Context: an optimization exercise on an open-source flow, tuned for small area and a short achievable clock period. The choices shown serve that exercise and are no tape-out recipe.
The RTL was checked by simulation tests, not by an equivalence proof against the original design.

### flow/config.mk
export PLATFORM = sky130hd
export DESIGN_NAME = flp32_mac_5stg
export DESIGN_NICKNAME = flp32_mac_5stg
export VERILOG_FILES = /design/flow/design.v
export SDC_FILE = /design/flow/constraint.sdc
export NUM_CORES = 4
export LEC_CHECK = 0
export CAP_MARGIN = 20
export CORE_MARGIN = 2
export CORE_UTILIZATION = 40
export SLEW_MARGIN = 20
### flow/constraint.sdc
create_clock -name core_clock -period 14.0 [get_ports {clk}]
set_input_delay 2.8000 -clock core_clock [delete_from_list [all_inputs] [get_ports {clk}]]
set_output_delay 2.8000 -clock core_clock [all_outputs]
set_load 0.01 [all_outputs]
### flow/design.v
module flp32_mac_5stg(
	clk,
	nrst,
	i_a,
	i_b,
	i_c,
	i_valid,
	o_p,
	o_sign,
	o_zero,
	o_nan,
	o_inf,
	o_valid
);
localparam EWIDTH = 8;		 
localparam SWIDTH = 23;		 
localparam RSWIDTH = 23;	 
localparam FWIDTH = 1 + EWIDTH + SWIDTH;
localparam [EWIDTH-1:0] BIAS = (1 << (EWIDTH - 1)) - 1;
localparam L0 = 0;
localparam H0 = 7;
localparam L1 = 8;
localparam H1 = 15;
localparam L2 = 16;
localparam H2 = 23;
input wire			clk;
input wire			nrst;
input wire [FWIDTH-1:0]		i_a;		 
input wire [FWIDTH-1:0]		i_b;
input wire [FWIDTH-1:0]		i_c;
input wire			i_valid;	 
output wire [FWIDTH-1:0]	o_p;		 
output wire			o_sign;		 
output wire			o_zero;		 
output wire			o_nan;		 
output wire			o_inf;		 
output wire			o_valid;	 
reg [FWIDTH-1:0]	a_p0;
reg [FWIDTH-1:0]	b_p0;
reg [FWIDTH-1:0]	c_p0;
reg			valid_p0;
always @(posedge clk or negedge nrst)
begin
	if(!nrst)
	begin
		valid_p0 <= 1'b0;
	end
	else
	begin
		valid_p0 <= i_valid;
		if(i_valid)
		begin
			a_p0 <= i_a;
			b_p0 <= i_b;
			c_p0 <= i_c;
		end
	end
end
wire			u_sna_p0;
wire [EWIDTH-1:0]	u_exa_p0;
wire [SWIDTH:0]		u_sga_p0;
wire			u_zeroa_p0;
wire			u_nana_p0;
wire			u_infa_p0;
wire			u_snb_p0;
wire [EWIDTH-1:0]	u_exb_p0;
wire [SWIDTH:0]		u_sgb_p0;
wire			u_zerob_p0;
wire			u_nanb_p0;
wire			u_infb_p0;
wire			u_snc_p0;
wire [EWIDTH-1:0]	u_exc_p0;
wire [SWIDTH:0]		u_sgc_p0;
wire			u_zeroc_p0;
wire			u_nanc_p0;
wire			u_infc_p0;
flp_unpack #(
	.EWIDTH(EWIDTH),
	.SWIDTH(SWIDTH)
) unpack_a_p0 (
	.i_fpd(a_p0),
	.o_sn(u_sna_p0),
	.o_ex(u_exa_p0),
	.o_sg(u_sga_p0),
	.o_zero(u_zeroa_p0),
	.o_nan(u_nana_p0),
	.o_inf(u_infa_p0)
);
flp_unpack #(
	.EWIDTH(EWIDTH),
	.SWIDTH(SWIDTH)
) unpack_b_p0 (
	.i_fpd(b_p0),
	.o_sn(u_snb_p0),
	.o_ex(u_exb_p0),
	.o_sg(u_sgb_p0),
	.o_zero(u_zerob_p0),
	.o_nan(u_nanb_p0),
	.o_inf(u_infb_p0)
);
flp_unpack #(
	.EWIDTH(EWIDTH),
	.SWIDTH(SWIDTH)
) unpack_c_p0 (
	.i_fpd(c_p0),
	.o_sn(u_snc_p0),
	.o_ex(u_exc_p0),
	.o_sg(u_sgc_p0),
	.o_zero(u_zeroc_p0),
	.o_nan(u_nanc_p0),
	.o_inf(u_infc_p0)
);
wire [2*(SWIDTH+1)-1:0] m_sgp_p0;
flp_imult_stage #(
	.WIDTH(SWIDTH+1),
	.L(L0),
	.H(H0)
) imult_p0 (
	.i_mlpr(u_sgb_p0),
	.i_mlpd(u_sgc_p0),
	.i_prod({2*(SWIDTH+1){1'b0}}),
	.o_prod(m_sgp_p0)
);
reg			valid_p1;
reg			u_sna_p1;
reg [EWIDTH-1:0]	u_exa_p1;
reg [SWIDTH:0]		u_sga_p1;
reg			u_zeroa_p1;
reg			u_nana_p1;
reg			u_infa_p1;
reg			u_snb_p1;
reg [EWIDTH-1:0]	u_exb_p1;
reg [SWIDTH:0]		u_sgb_p1;
reg			u_zerob_p1;
reg			u_nanb_p1;
reg			u_infb_p1;
reg			u_snc_p1;
reg [EWIDTH-1:0]	u_exc_p1;
reg [SWIDTH:0]		u_sgc_p1;
reg			u_zeroc_p1;
reg			u_nanc_p1;
reg			u_infc_p1;
reg [2*(SWIDTH+1)-1:0]	m_psgp_p1;
always @(posedge clk or negedge nrst)
begin
	if(!nrst)
	begin
		valid_p1 <= 1'b0;
	end
	else
	begin
		valid_p1 <= valid_p0;
		if(valid_p0)
		begin
			u_sna_p1 <= u_sna_p0;
			u_exa_p1 <= u_exa_p0;
			u_sga_p1 <= u_sga_p0;
			u_zeroa_p1 <= u_zeroa_p0;
			u_nana_p1 <= u_nana_p0;
			u_infa_p1 <= u_infa_p0;
			u_snb_p1 <= u_snb_p0;
			u_exb_p1 <= u_exb_p0;
			u_sgb_p1 <= u_sgb_p0;
			u_zerob_p1 <= u_zerob_p0;
			u_nanb_p1 <= u_nanb_p0;
			u_infb_p1 <= u_infb_p0;
			u_snc_p1 <= u_snc_p0;
			u_exc_p1 <= u_exc_p0;
			u_sgc_p1 <= u_sgc_p0;
			u_zeroc_p1 <= u_zeroc_p0;
			u_nanc_p1 <= u_nanc_p0;
			u_infc_p1 <= u_infc_p0;
			m_psgp_p1 <= m_sgp_p0;
		end
	end
end
wire [2*(SWIDTH+1)-1:0] m_sgp_p1;
flp_imult_stage #(
	.WIDTH(SWIDTH+1),
	.L(L1),
	.H(H1)
) imult_p1 (
	.i_mlpr(u_sgb_p1),
	.i_mlpd(u_sgc_p1),
	.i_prod(m_psgp_p1),
	.o_prod(m_sgp_p1)
);
wire [EWIDTH+1:0] m_exp_t_p1 = { 2'b00, u_exb_p1 } + { 2'b00, u_exc_p1 }
				- { 2'b00, BIAS };
wire m_sn_p1 = u_snb_p1 ^ u_snc_p1;
wire m_uf_p1 = m_exp_t_p1[EWIDTH+1];
wire m_of_p1 = m_exp_t_p1[EWIDTH] & ~m_uf_p1;
wire m_zero_p1 = u_zerob_p1 | u_zeroc_p1 | m_uf_p1;
wire m_nan_p1 = u_nanb_p1 | u_nanc_p1 | (u_zerob_p1 & u_infc_p1) |
			(u_zeroc_p1 & u_infb_p1);
wire m_inf_p1 = u_infb_p1 | u_infc_p1 | m_of_p1;
wire [EWIDTH-1:0] m_exp_p1 = m_exp_t_p1[EWIDTH-1:0];
reg			valid_p2;
reg			u_sna_p2;
reg [EWIDTH-1:0]	u_exa_p2;
reg [SWIDTH:0]		u_sga_p2;
reg			u_zeroa_p2;
reg			u_nana_p2;
reg			u_infa_p2;
reg [SWIDTH:0]		u_sgb_p2;
reg [SWIDTH:0]		u_sgc_p2;
reg			m_sn_p2;
reg			m_zero_p2;
reg			m_nan_p2;
reg			m_inf_p2;
reg [2*(SWIDTH+1)-1:0]	m_psgp_p2;
reg [EWIDTH-1:0]	m_pexp_p2;
always @(posedge clk or negedge nrst)
begin
	if(!nrst)
	begin
		valid_p2 <= 1'b0;
	end
	else
	begin
		valid_p2 <= valid_p1;
		if(valid_p1)
		begin
			u_sna_p2 <= u_sna_p1;
			u_exa_p2 <= u_exa_p1;
			u_sga_p2 <= u_sga_p1;
			u_zeroa_p2 <= u_zeroa_p1;
			u_nana_p2 <= u_nana_p1;
			u_infa_p2 <= u_infa_p1;
			u_sgb_p2 <= u_sgb_p1;
			u_sgc_p2 <= u_sgc_p1;
			m_sn_p2 <= m_sn_p1;
			m_zero_p2 <= m_zero_p1;
			m_nan_p2 <= m_nan_p1;
			m_inf_p2 <= m_inf_p1;
			m_psgp_p2 <= m_sgp_p1;
			m_pexp_p2 <= m_exp_p1;
		end
	end
end
wire [2*(SWIDTH+1)-1:0] m_sgp_t_p2;
flp_imult_stage #(
	.WIDTH(SWIDTH+1),
	.L(L2),
	.H(H2)
) imult_p2 (
	.i_mlpr(u_sgb_p2),
	.i_mlpd(u_sgc_p2),
	.i_prod(m_psgp_p2),
	.o_prod(m_sgp_t_p2)
);
wire [SWIDTH+RSWIDTH+1:0] m_sgp_p2 = m_zero_p2 ? {SWIDTH+RSWIDTH+2{1'b0}} :
	m_sgp_t_p2;
wire [EWIDTH-1:0] m_exp_p2 = m_zero_p2 ? {EWIDTH{1'b0}} : m_pexp_p2;
reg				valid_p3;
reg				u_sna_p3;
reg [EWIDTH-1:0]		u_exa_p3;
reg [SWIDTH:0]			u_sga_p3;
reg				u_zeroa_p3;
reg				u_nana_p3;
reg				u_infa_p3;
reg				m_sn_p3;
reg				m_zero_p3;
reg				m_nan_p3;
reg				m_inf_p3;
reg [SWIDTH+RSWIDTH+1:0]	m_sgp_p3;
reg [EWIDTH-1:0]		m_exp_p3;
always @(posedge clk or negedge nrst)
begin
	if(!nrst)
	begin
		valid_p3 <= 1'b0;
	end
	else
	begin
		valid_p3 <= valid_p2;
		if(valid_p2)
		begin
			u_sna_p3 <= u_sna_p2;
			u_exa_p3 <= u_exa_p2;
			u_sga_p3 <= u_sga_p2;
			u_zeroa_p3 <= u_zeroa_p2;
			u_nana_p3 <= u_nana_p2;
			u_infa_p3 <= u_infa_p2;
			m_sn_p3 <= m_sn_p2;
			m_zero_p3 <= m_zero_p2;
			m_nan_p3 <= m_nan_p2;
			m_inf_p3 <= m_inf_p2;
			m_sgp_p3 <= m_sgp_p2;
			m_exp_p3 <= m_exp_p2;
		end
	end
end
wire [SWIDTH+RSWIDTH+1:0] ae_sga_p3;
wire [SWIDTH+RSWIDTH+1:0] ae_sgp_p3;
wire [EWIDTH-1:0] ae_exp_p3;
flp_alignr #(
	.EWIDTH(EWIDTH),
	.XWIDTH(SWIDTH+RSWIDTH+2)
) alignr_p3 (
	.i_sg1({ 1'b0, u_sga_p3, {RSWIDTH{1'b0}} }),
	.i_ex1(u_exa_p3),
	.i_sg2(m_sgp_p3),
	.i_ex2(m_exp_p3),
	.o_sg1(ae_sga_p3),
	.o_sg2(ae_sgp_p3),
	.o_ex(ae_exp_p3)
);
wire a_sn_p3;
wire [SWIDTH+RSWIDTH+2:0] a_sg_p3;
wire a_zero_p3;
flp_iadd #(
	.WIDTH(SWIDTH+RSWIDTH+2)
) iadd_p3 (
	.i_sn1(u_sna_p3),
	.i_sg1(ae_sga_p3),
	.i_sn2(m_sn_p3),
	.i_sg2(ae_sgp_p3),
	.o_sn(a_sn_p3),
	.o_sg(a_sg_p3),
	.o_zero(a_zero_p3)
);
reg				valid_p4;
reg				u_sna_p4;
reg				u_zeroa_p4;
reg				u_nana_p4;
reg				u_infa_p4;
reg				m_sn_p4;
reg				m_zero_p4;
reg				m_nan_p4;
reg				m_inf_p4;
reg [EWIDTH-1:0]		ae_exp_p4;
reg				a_sn_p4;
reg [SWIDTH+RSWIDTH+2:0]	a_sg_p4;
reg				a_zero_p4;
always @(posedge clk or negedge nrst)
begin
	if(!nrst)
	begin
		valid_p4 <= 1'b0;
	end
	else
	begin
		valid_p4 <= valid_p3;
		if(valid_p3)
		begin
			u_sna_p4 <= u_sna_p3;
			u_zeroa_p4 <= u_zeroa_p3;
			u_nana_p4 <= u_nana_p3;
			u_infa_p4 <= u_infa_p3;
			m_sn_p4 <= m_sn_p3;
			m_zero_p4 <= m_zero_p3;
			m_nan_p4 <= m_nan_p3;
			m_inf_p4 <= m_inf_p3;
			ae_exp_p4 <= ae_exp_p3;
			a_sn_p4 <= a_sn_p3;
			a_sg_p4 <= a_sg_p3;
			a_zero_p4 <= a_zero_p3;
		end
	end
end
wire [SWIDTH+RSWIDTH:0] n_sg_p4;
wire [EWIDTH+1:0] n_exd_p4;
wire [EWIDTH+1:0] n_exp_p4 = { 2'b0, ae_exp_p4 } + n_exd_p4;
wire n_uf_p4 = n_exp_p4[EWIDTH+1];
wire n_of_p4 = n_exp_p4[EWIDTH] & ~n_uf_p4;
flp_norm #(
	.INWIDTH(SWIDTH+RSWIDTH+3),
	.EWIDTH(EWIDTH),
	.SWIDTH(SWIDTH),
	.RSWIDTH(RSWIDTH)
) norm_p4 (
	.i_sg(a_sg_p4),
	.o_sg(n_sg_p4),
	.o_exd(n_exd_p4)
);
wire [SWIDTH:0] r_sg_p4;
wire [EWIDTH+1:0] r_exd_p4;
wire [EWIDTH+1:0] r_exp_p4 = { 2'b0, ae_exp_p4 } + n_exd_p4 + r_exd_p4;
wire r_uf_p4 = r_exp_p4[EWIDTH+1];
wire r_of_p4 = r_exp_p4[EWIDTH] & ~r_uf_p4;
flp_round #(
	.EWIDTH(EWIDTH),
	.SWIDTH(SWIDTH),
	.RSWIDTH(RSWIDTH)
) round_p4 (
	.i_sg(n_sg_p4),
	.o_sg(r_sg_p4),
	.o_exd(r_exd_p4)
);
wire p_sn_p4 = (u_infa_p4 | m_inf_p4 ? (u_infa_p4 & u_sna_p4) |
			(m_inf_p4 & m_sn_p4) : a_sn_p4);
wire p_zero_p4 = (u_zeroa_p4 & m_zero_p4) | a_zero_p4 | n_uf_p4 | r_uf_p4;
wire p_nan_p4 = u_nana_p4 | m_nan_p4 | (u_infa_p4 & m_inf_p4 &
			(u_sna_p4 ^ m_sn_p4));
wire p_inf_p4 = u_infa_p4 | m_inf_p4 | n_of_p4 | r_of_p4;
wire [EWIDTH-1:0] p_ex_p4 = r_exp_p4[EWIDTH-1:0];
flp_pack #(
	.EWIDTH(EWIDTH),
	.SWIDTH(SWIDTH)
) pack_p4 (
	.i_sn(p_sn_p4),
	.i_ex(p_ex_p4),
	.i_sg(r_sg_p4),
	.i_zero(p_zero_p4),
	.i_nan(p_nan_p4),
	.i_inf(p_inf_p4),
	.o_fpd(o_p)
);
assign o_sign = p_sn_p4;
assign o_zero = p_zero_p4;
assign o_nan = p_nan_p4;
assign o_inf = p_inf_p4;
assign o_valid = valid_p4;
endmodule  
module flp_iadd(
	i_sn1,
	i_sg1,
	i_sn2,
	i_sg2,
	o_sn,
	o_sg,
	o_zero
);
parameter WIDTH = 32;
input wire		i_sn1;
input wire [WIDTH-1:0]	i_sg1;
input wire		i_sn2;
input wire [WIDTH-1:0]	i_sg2;
output wire		o_sn;
output wire [WIDTH:0]	o_sg;
output wire		o_zero;
wire [WIDTH+1:0]	op1 = |i_sg1 ? { {2{i_sn1}}, (i_sn1 ? -i_sg1 : i_sg1) }
				: {WIDTH+2{1'b0}};
wire [WIDTH+1:0]	op2 = |i_sg2 ? { {2{i_sn2}}, (i_sn2 ? -i_sg2 : i_sg2) }
				: {WIDTH+2{1'b0}};
wire [WIDTH+1:0]	sum = op1 + op2;
assign o_sn = sum[WIDTH+1] | (i_sn1 & i_sn2);
assign o_zero = ~|sum;
assign o_sg = o_sn ? -sum[WIDTH:0] : sum[WIDTH:0];
endmodule  
module flp_imult_stage(
	i_mlpr,
	i_mlpd,
	i_prod,
	o_prod
);
parameter WIDTH = 32;	 
parameter L = 0;	 
parameter H = 31;	 
input wire [WIDTH-1:0]		i_mlpr;	 
input wire [WIDTH-1:0]		i_mlpd;	 
input wire [2*WIDTH-1:0]	i_prod;	 
output wire [2*WIDTH-1:0]	o_prod;	 
reg [2*WIDTH-1:0]	prod;		 
wire [2*WIDTH-1:0]	mlpd[L:H];	 
assign o_prod = prod;	 
genvar g;
generate
	for(g = L; g <= H; g = g + 1)
	begin: mlpd_table
		assign mlpd[g] = { {WIDTH-g{1'b0}}, i_mlpd, {g{1'b0}} };
	end
endgenerate
integer i;
always @(*)
begin
	prod = i_prod;
	for(i = L; i <= H; i = i + 1)
	begin
		if(i_mlpr[i] == 1'b1)
			prod = prod + mlpd[i];
	end
end
endmodule  
module flp_pack(
	i_sn,
	i_ex,
	i_sg,
	i_zero,
	i_nan,
	i_inf,
	o_fpd
);
parameter EWIDTH = 8;	 
parameter SWIDTH = 23;	 
input wire			i_sn;	 
input wire [EWIDTH-1:0]		i_ex;	 
input wire [SWIDTH:0]		i_sg;	 
input wire			i_zero;	 
input wire			i_nan;	 
input wire			i_inf;	 
output wire [EWIDTH+SWIDTH:0]	o_fpd;	 
reg [SWIDTH-1:0]	sg;	 
reg [EWIDTH-1:0]	ex;	 
always @(*)
begin
	sg = i_sg[SWIDTH-1:0];
	if(i_nan)
		sg = {SWIDTH{1'b1}};
	else if(i_inf || i_zero)
		sg = {SWIDTH{1'b0}};
end
always @(*)
begin
	ex = i_ex;
	if(i_nan || i_inf)
		ex = {EWIDTH{1'b1}};
	else if(i_zero)
		ex = {EWIDTH{1'b0}};
end
assign o_fpd = { i_sn, ex, sg };
endmodule  
module flp_unpack(
	i_fpd,
	o_sn,
	o_ex,
	o_sg,
	o_zero,
	o_nan,
	o_inf
);
parameter EWIDTH = 8;	 
parameter SWIDTH = 23;	 
input wire [EWIDTH+SWIDTH:0]	i_fpd;	 
output wire			o_sn;	 
output wire [EWIDTH-1:0]	o_ex;	 
output wire [SWIDTH:0]		o_sg;	 
output wire			o_zero;	 
output wire			o_nan;	 
output wire			o_inf;	 
wire			sn = i_fpd[EWIDTH+SWIDTH];
wire [EWIDTH-1:0]	ex = i_fpd[EWIDTH+SWIDTH-1:SWIDTH];
wire [SWIDTH:0]		sg = { 1'b1, i_fpd[SWIDTH-1:0] };
wire zero = ~(|ex);	 
wire aex = &ex;			 
wire osg = |sg[SWIDTH-1:0];	 
wire nan = aex & osg;	 
wire inf = aex & ~osg;	 
assign o_sn = sn;
assign o_ex = ex;
assign o_sg = zero ? {SWIDTH+1{1'b0}} : sg;
assign o_zero = zero;
assign o_nan = nan;
assign o_inf = inf;
endmodule  
module flp_round(
	i_sg,
	o_sg,
	o_exd
);
parameter EWIDTH = 8;	 
parameter SWIDTH = 23;	 
parameter RSWIDTH = 2;	 
localparam INWIDTH = 1 + SWIDTH + RSWIDTH;
input wire [INWIDTH-1:0]	i_sg;	 
output reg [SWIDTH:0]		o_sg;	 
output reg [EWIDTH+1:0]		o_exd;	 
wire s = |i_sg[RSWIDTH-2:0];	 
wire r = i_sg[RSWIDTH-1];	 
wire g = i_sg[RSWIDTH];		 
reg [SWIDTH+1:0]	sg;	 
always @(*)
begin
	sg = { 1'b0, i_sg[INWIDTH-1:RSWIDTH] };
	if((g && r) || (r && s))
		sg = { 1'b0, i_sg[INWIDTH-1:RSWIDTH] } + 1'b1;
end
always @(*)
begin
	o_sg = sg[SWIDTH:0];
	o_exd = {EWIDTH+2{1'b0}};
	if(sg[SWIDTH+1])
	begin
		o_sg = sg[SWIDTH+1:1];
		o_exd = { {EWIDTH+1{1'b0}}, 1'b1 };
	end
end
endmodule  
module flp_norm(
	i_sg,
	o_sg,
	o_exd
);
parameter INWIDTH = 32;		 
parameter EWIDTH = 8;		 
parameter SWIDTH = 23;		 
parameter RSWIDTH = 2;		 
localparam OUTWIDTH = 1 + SWIDTH + RSWIDTH;
input wire [INWIDTH-1:0]	i_sg;	 
output reg [OUTWIDTH-1:0]	o_sg;	 
output reg [EWIDTH+1:0]		o_exd;	 
localparam PW = 64;	 
reg [PW-1:0]	x;
reg [5:0]	lz;
always @(*)
begin
	x = { i_sg, {PW-INWIDTH{1'b0}} };
	lz = 6'd0;
	if(~|x[PW-1:PW-32]) begin x = x << 32; lz[5] = 1'b1; end
	if(~|x[PW-1:PW-16]) begin x = x << 16; lz[4] = 1'b1; end
	if(~|x[PW-1:PW-8]) begin x = x << 8; lz[3] = 1'b1; end
	if(~|x[PW-1:PW-4]) begin x = x << 4; lz[2] = 1'b1; end
	if(~|x[PW-1:PW-2]) begin x = x << 2; lz[1] = 1'b1; end
	if(~x[PW-1]) begin x = x << 1; lz[0] = 1'b1; end
end
always @(*)
begin
	o_sg = { x[PW-1:PW-OUTWIDTH+1], |x[PW-OUTWIDTH:0] };
	o_exd = |i_sg ? (INWIDTH - OUTWIDTH) - { {EWIDTH-4{1'b0}}, lz }
		: {EWIDTH+2{1'b0}};
end
endmodule  
module flp_alignr(
	i_sg1,
	i_ex1,
	i_sg2,
	i_ex2,
	o_sg1,
	o_sg2,
	o_ex
);
parameter EWIDTH = 8;		 
parameter XWIDTH = 24;		 
input wire [XWIDTH-1:0]		i_sg1;	 
input wire [EWIDTH-1:0]		i_ex1;	 
input wire [XWIDTH-1:0]		i_sg2;	 
input wire [EWIDTH-1:0]		i_ex2;	 
output reg [XWIDTH-1:0]		o_sg1;	 
output reg [XWIDTH-1:0]		o_sg2;	 
output wire [EWIDTH-1:0]	o_ex;	 
wire [EWIDTH:0]		exd;	 
wire			exneg;	 
wire [EWIDTH-1:0]	shamt;	 
wire [XWIDTH-1:0]	shsg;	 
wire [XWIDTH-1:0]	shr;	 
wire [XWIDTH-1:0]	mask;	 
wire [XWIDTH-1:0]	sg;	 
assign exd = { 1'b0, i_ex1 } - { 1'b0, i_ex2 };
assign exneg = exd[EWIDTH];
assign shamt = exneg ? -exd[EWIDTH-1:0] : exd[EWIDTH-1:0];
assign shsg = exneg ? i_sg1 : i_sg2;
assign shr = shsg >> shamt;
assign mask = ~({XWIDTH{1'b1}} << shamt);
assign sg = { shr[XWIDTH-1:1], |(shsg & { mask[XWIDTH-2:0], 1'b1 }) };
assign o_ex = exneg ? i_ex2 : i_ex1;
always @(*)
begin
	o_sg1 = exneg ? sg : i_sg1;
	o_sg2 = !exneg ? sg : i_sg2;
end
endmodule  
### flow/run.sh
#!/bin/bash
# synth_recipe.tcl (not shown) runs the flow's synth.tcl, then flattens the netlist and writes it again
# the make line also repeats each setting of config.mk as NAME=value (left out here)
make -C /OpenROAD-flow-scripts/flow DESIGN_CONFIG=/design/flow/config.mk WORK_HOME=/design/flow/orfs CLKGATE_MAP_FILE= SYNTH_SCRIPT=/design/flow/synth_recipe.tcl finish
==> run summary <==
metrics by stage:
step	hold slack, ns	instances
2_1_floorplan	0.3461	8054
3_3_place_gp	0.3524	10294
3_5_place_dp	0.3595	10295
4_1_cts	0.3707	10405
5_1_grt	0.3725	10417
6_report	0.3649	10421
area by class of cell:
| class | instances | area [um^2] |
|---|---|---|
| tap | 2189 | 2739 |
| clock buffer | 65 | 1499 |
| multi-input combinational | 6892 | 49290 |
| clock inverter | 45 | 633.1 |
| timing repair buffer | 375 | 3163 |
| inverter | 335 | 1267 |
| antenna | 4 | 10.01 |
| fill | 16083 | 91290 |
| sequential | 516 | 15470 |
registers in the layout, indices dropped and copies added, names as in the netlist, 16 cells and up:
signal / flops
a_p0: 32
c_p0: 32
u_sga_p2: 24
u_sgc_p1: 24
m_psgp_p1: 32
u_sga_p3: 24
m_sgp_p3: 48
a_sg_p4: 49
u_sgc_p2: 24
b_p0: 32
u_sga_p1: 24
u_sgb_p1: 16
m_psgp_p2: 40
timing repair:
| action | CTS | global route |
|---|---|---|
| buffers inserted | 0 | 12 |
| gates resized for setup | 3 | 92 |
| setup endpoints to repair | 4 | 26 |
| gates cloned | 0 | 0 |
| pin swaps | 0 | 5 |
| hold buffers | 0 | 0 |
per-layer routing:
metal | up-vias | global-route usage, % | routed length (um)
met4 | 4 | 8.803 | 7911
li1 | 30645 | - | -
met3 | 429 | 3.410 | 14170
met5 | - | 0 | 26
met1 | 30691 | 35.03 | 101900
met2 | 2021 | 42.61 | 105000
worst reg2reg max path, delay by kind of cell, from the launching register on:
kind	cells	cell delay (ns)
AO/OA/AOI/OAI	23	4.96
adder cells (fa/ha/maj)	8	2.53
XOR/XNOR	8	1.00
multiplexers	5	1.45
AND/OR/NAND/NOR	15	2.31
buffers and inverters	2	0.35
flip-flops	1	0.42
kinds of logic (layout without fill, tap and decap cells):
family                     count (synthesis)  after routing  share of synthesized area (%)
other                                      0              4                              0
AOI/OAI and AO/OA                       2428           2428                          24.09
xor gates and xnor gates                 627            627                          8.251
buffers and inverters                    646            820                          3.747
adders and majority gates                705            705                          13.52
and+or+nand+nor                         2700           2700                          19.70
muxes                                    432            432                          7.499
DFF                                      516            516                          23.19
path summary, 6_finish.rpt:
kind,to,slack [ns],cells after the start
min reg2reg,valid_p4,0.36,0
min in group asynchronous,valid_p4,2.37,1
max reg2reg,m_sgp_p3[46],0.73,61
max,m_sgp_p3[46],0.73,61
max in group asynchronous,valid_p0,11.37,1
min,valid_p4,0.36,0
synth_stat cells (82+ instances only):
library cell               number
sky130_fd_sc_hd__xnor2_1      412
sky130_fd_sc_hd__nor2b_1      117
sky130_fd_sc_hd__mux2i_1      177
sky130_fd_sc_hd__o31ai_1      101
sky130_fd_sc_hd__xor2_1       214
sky130_fd_sc_hd__a21oi_1      580
sky130_fd_sc_hd__a31oi_1      109
sky130_fd_sc_hd__or3_1        109
sky130_fd_sc_hd__inv_1        330
sky130_fd_sc_hd__o21a_1       108
sky130_fd_sc_hd__clkbuf_1     216
sky130_fd_sc_hd__edfxtp_1     511
sky130_fd_sc_hd__and2_1       153
sky130_fd_sc_hd__mux2_2       223
sky130_fd_sc_hd__nor2_1       686
sky130_fd_sc_hd__o21ai_0      529
sky130_fd_sc_hd__nand4_1       82
sky130_fd_sc_hd__nor3_1       277
sky130_fd_sc_hd__nand2_1      662
sky130_fd_sc_hd__ha_1         678
sky130_fd_sc_hd__a21o_1       172
sky130_fd_sc_hd__a211oi_1      94
sky130_fd_sc_hd__nand3_1      211
sky130_fd_sc_hd__o211ai_1      82
cell usage in the layout, fill, tap and decap left out, drive strengths merged, types with 65 or more instances in the layout:
cell           count
nor2             687
ha               678
nand2            662
a21oi            580
o21ai            540
edfxtp           511
xnor2            412
inv              338
nor3             278
buf              240
mux2             223
xor2             214
nand3            211
mux2i            177
a21o             172
and2             154
clkdlybuf4s50    135
nor2b            117
or3              110
a31oi            109
o21a             108
o31ai            102
a211oi            96
o211ai            82
nand4             82
and3              81
nand2b            73
or2               70
o21bai            69
nor4              65
clkbuf            65
==> run summary <==
dpl ws -0.06674 ns; arrival time of data at the critical path endpoint 13.71 ns; final instance area 74070 um^2; most used flip-flop cell after synthesis sky130_fd_sc_hd__edfxtp_1; DIE AREA 170100 um^2; CP Max Fanout 5; DRT antenna net count 0; highest attainable clock frequency 0.07538 GHz; area share of the leading cell type in the synthesized netlist 23.00%; total routing resource utilization after global routing 25.97%; vias per inst 6.121; Fin. Hold Viols 0; Slowest cell on crit path sky130_fd_sc_hd__edfxtp_1; final weighted congestion in routability-driven placement 1.042; net count reported at finish 8983; setup repair after global routing missed its margin true; total buffers and inverters traversed by the critical path 2; detailed placer's ending HPWL 181000 um; synthesized area divided by synthesized cell count 8.284 um^2; later-pin clock latency in the skew report 0.71 ns; actual transition at the worst max-transition pin 1.177 ns; total number of yosys warnings 8; Max Slew Vio Count 0; Clk pin slew, worst setup/hold paths 0.06 ns; floorplan die width 412.4 um; wire length of the first global-routing pass 351600 um; crit path launch type register; via count of the first global-routing pass 60184; Critical Path Start m_psgp_p2[17]; Largest delay share family, worst path compound AO/OA/AOI/OAI gates; H-tree levels 2; Placement Cell Area 71420 um^2; vias after detailed routing 63790; Layout Area Growth over Synthesis 11.02%; leftover overflow at the end of global routing 0; total negative slack 0 ns; average wire length per cell after detail routing 21.98 um; top area cells in the synthesized netlist sky130_fd_sc_hd__edfxtp_1, sky130_fd_sc_hd__ha_1, sky130_fd_sc_hd__xnor2_1, sky130_fd_sc_hd__a21oi_1, sky130_fd_sc_hd__o21ai_0; reg-to-reg startpoint m_psgp_p2[17]; synthesized area 66720 um^2; Period Utilization, post-route 94.76%; Inserted Clock Buffers 59; clock tree from TritonCTS done; router iterations before antenna repair 6; required time of the critical path 14.45 ns; clock root buffer sky130_fd_sc_hd__clkbuf_16; outcome timing/DRC/antenna clean; number of nets produced by synthesis 8858; synthesized instance count 8054; EDFF count, synth 511; Max Cap Viol 0; total detailed-routing wirelength 229000 um; relative slew slack 21.30%; endpoint class of the critical path register; largest net degree at the start of global routing 71; vertical die dimension 412.4 um; post-synthesis cell type with the largest combined area sky130_fd_sc_hd__edfxtp_1; setup clock skew after layout 0.02336 ns; sequential share of the synthesized area 23.19%; Synth async-reset ratio 0.9690%; clock buffer depth 3; floorplan row count 149; DRC violation count after routing 0; number of synthesized register bits 516; clk sinks 516; post-route setup slack 0.7336 ns; worst min path class reg -> reg; core area 165400 um^2; max incr delay on CP 0.42 ns; number of input and output port buffers inserted 135; hold path startpoint valid_p3; number of unique standard cell types used by synthesis 106; min cycle time layout 13.27 ns; violation count after the first detailed-route iteration 5692; worst setup path class reg -> reg; ratio of cells with drive above 1 in the final layout 10.09%; most used cell, CP sky130_fd_sc_hd__ha_1; Layout Utilization 44.80%; initial antenna violation count 5; effective utilization at floorplan 40.35%; setup violation total in the final timing report 0; I/O pin cnt 136

==> separate check: timing with driven ports <==
The results above use ideal ports. As a check the final layout listed here was re-extracted and re-timed, cells and wires unchanged.
Step 1 (the two cells are an assumption about what drives the block):
set clk [get_ports {clk}]
set_driving_cell -lib_cell sky130_fd_sc_hd__clkbuf_16 $clk
set_driving_cell -lib_cell sky130_fd_sc_hd__buf_2 [delete_from_list [all_inputs] $clk]
Step 2 adds t to the input delays and takes it off the output delays; t is the mean of the earliest and latest rising clock arrival at the registers after step 1. Input paths then give back, and output paths get back, about the clock's delay inside the block.
Slacks: no drivers / after step 1 / after step 2; pairs: no drivers / after step 1.
shift t [ns]: 0.786
setup slack, ns: 0.734 / 0.734 / 0.734
worst setup path after step 2: register to register
clock arrival spread, ns: 0.030 / 0.030
After both steps setup and hold are still met in this run. For this run, drivers alone change the setup slack by 0.000 ns; drivers and shift together by 0.000 ns.
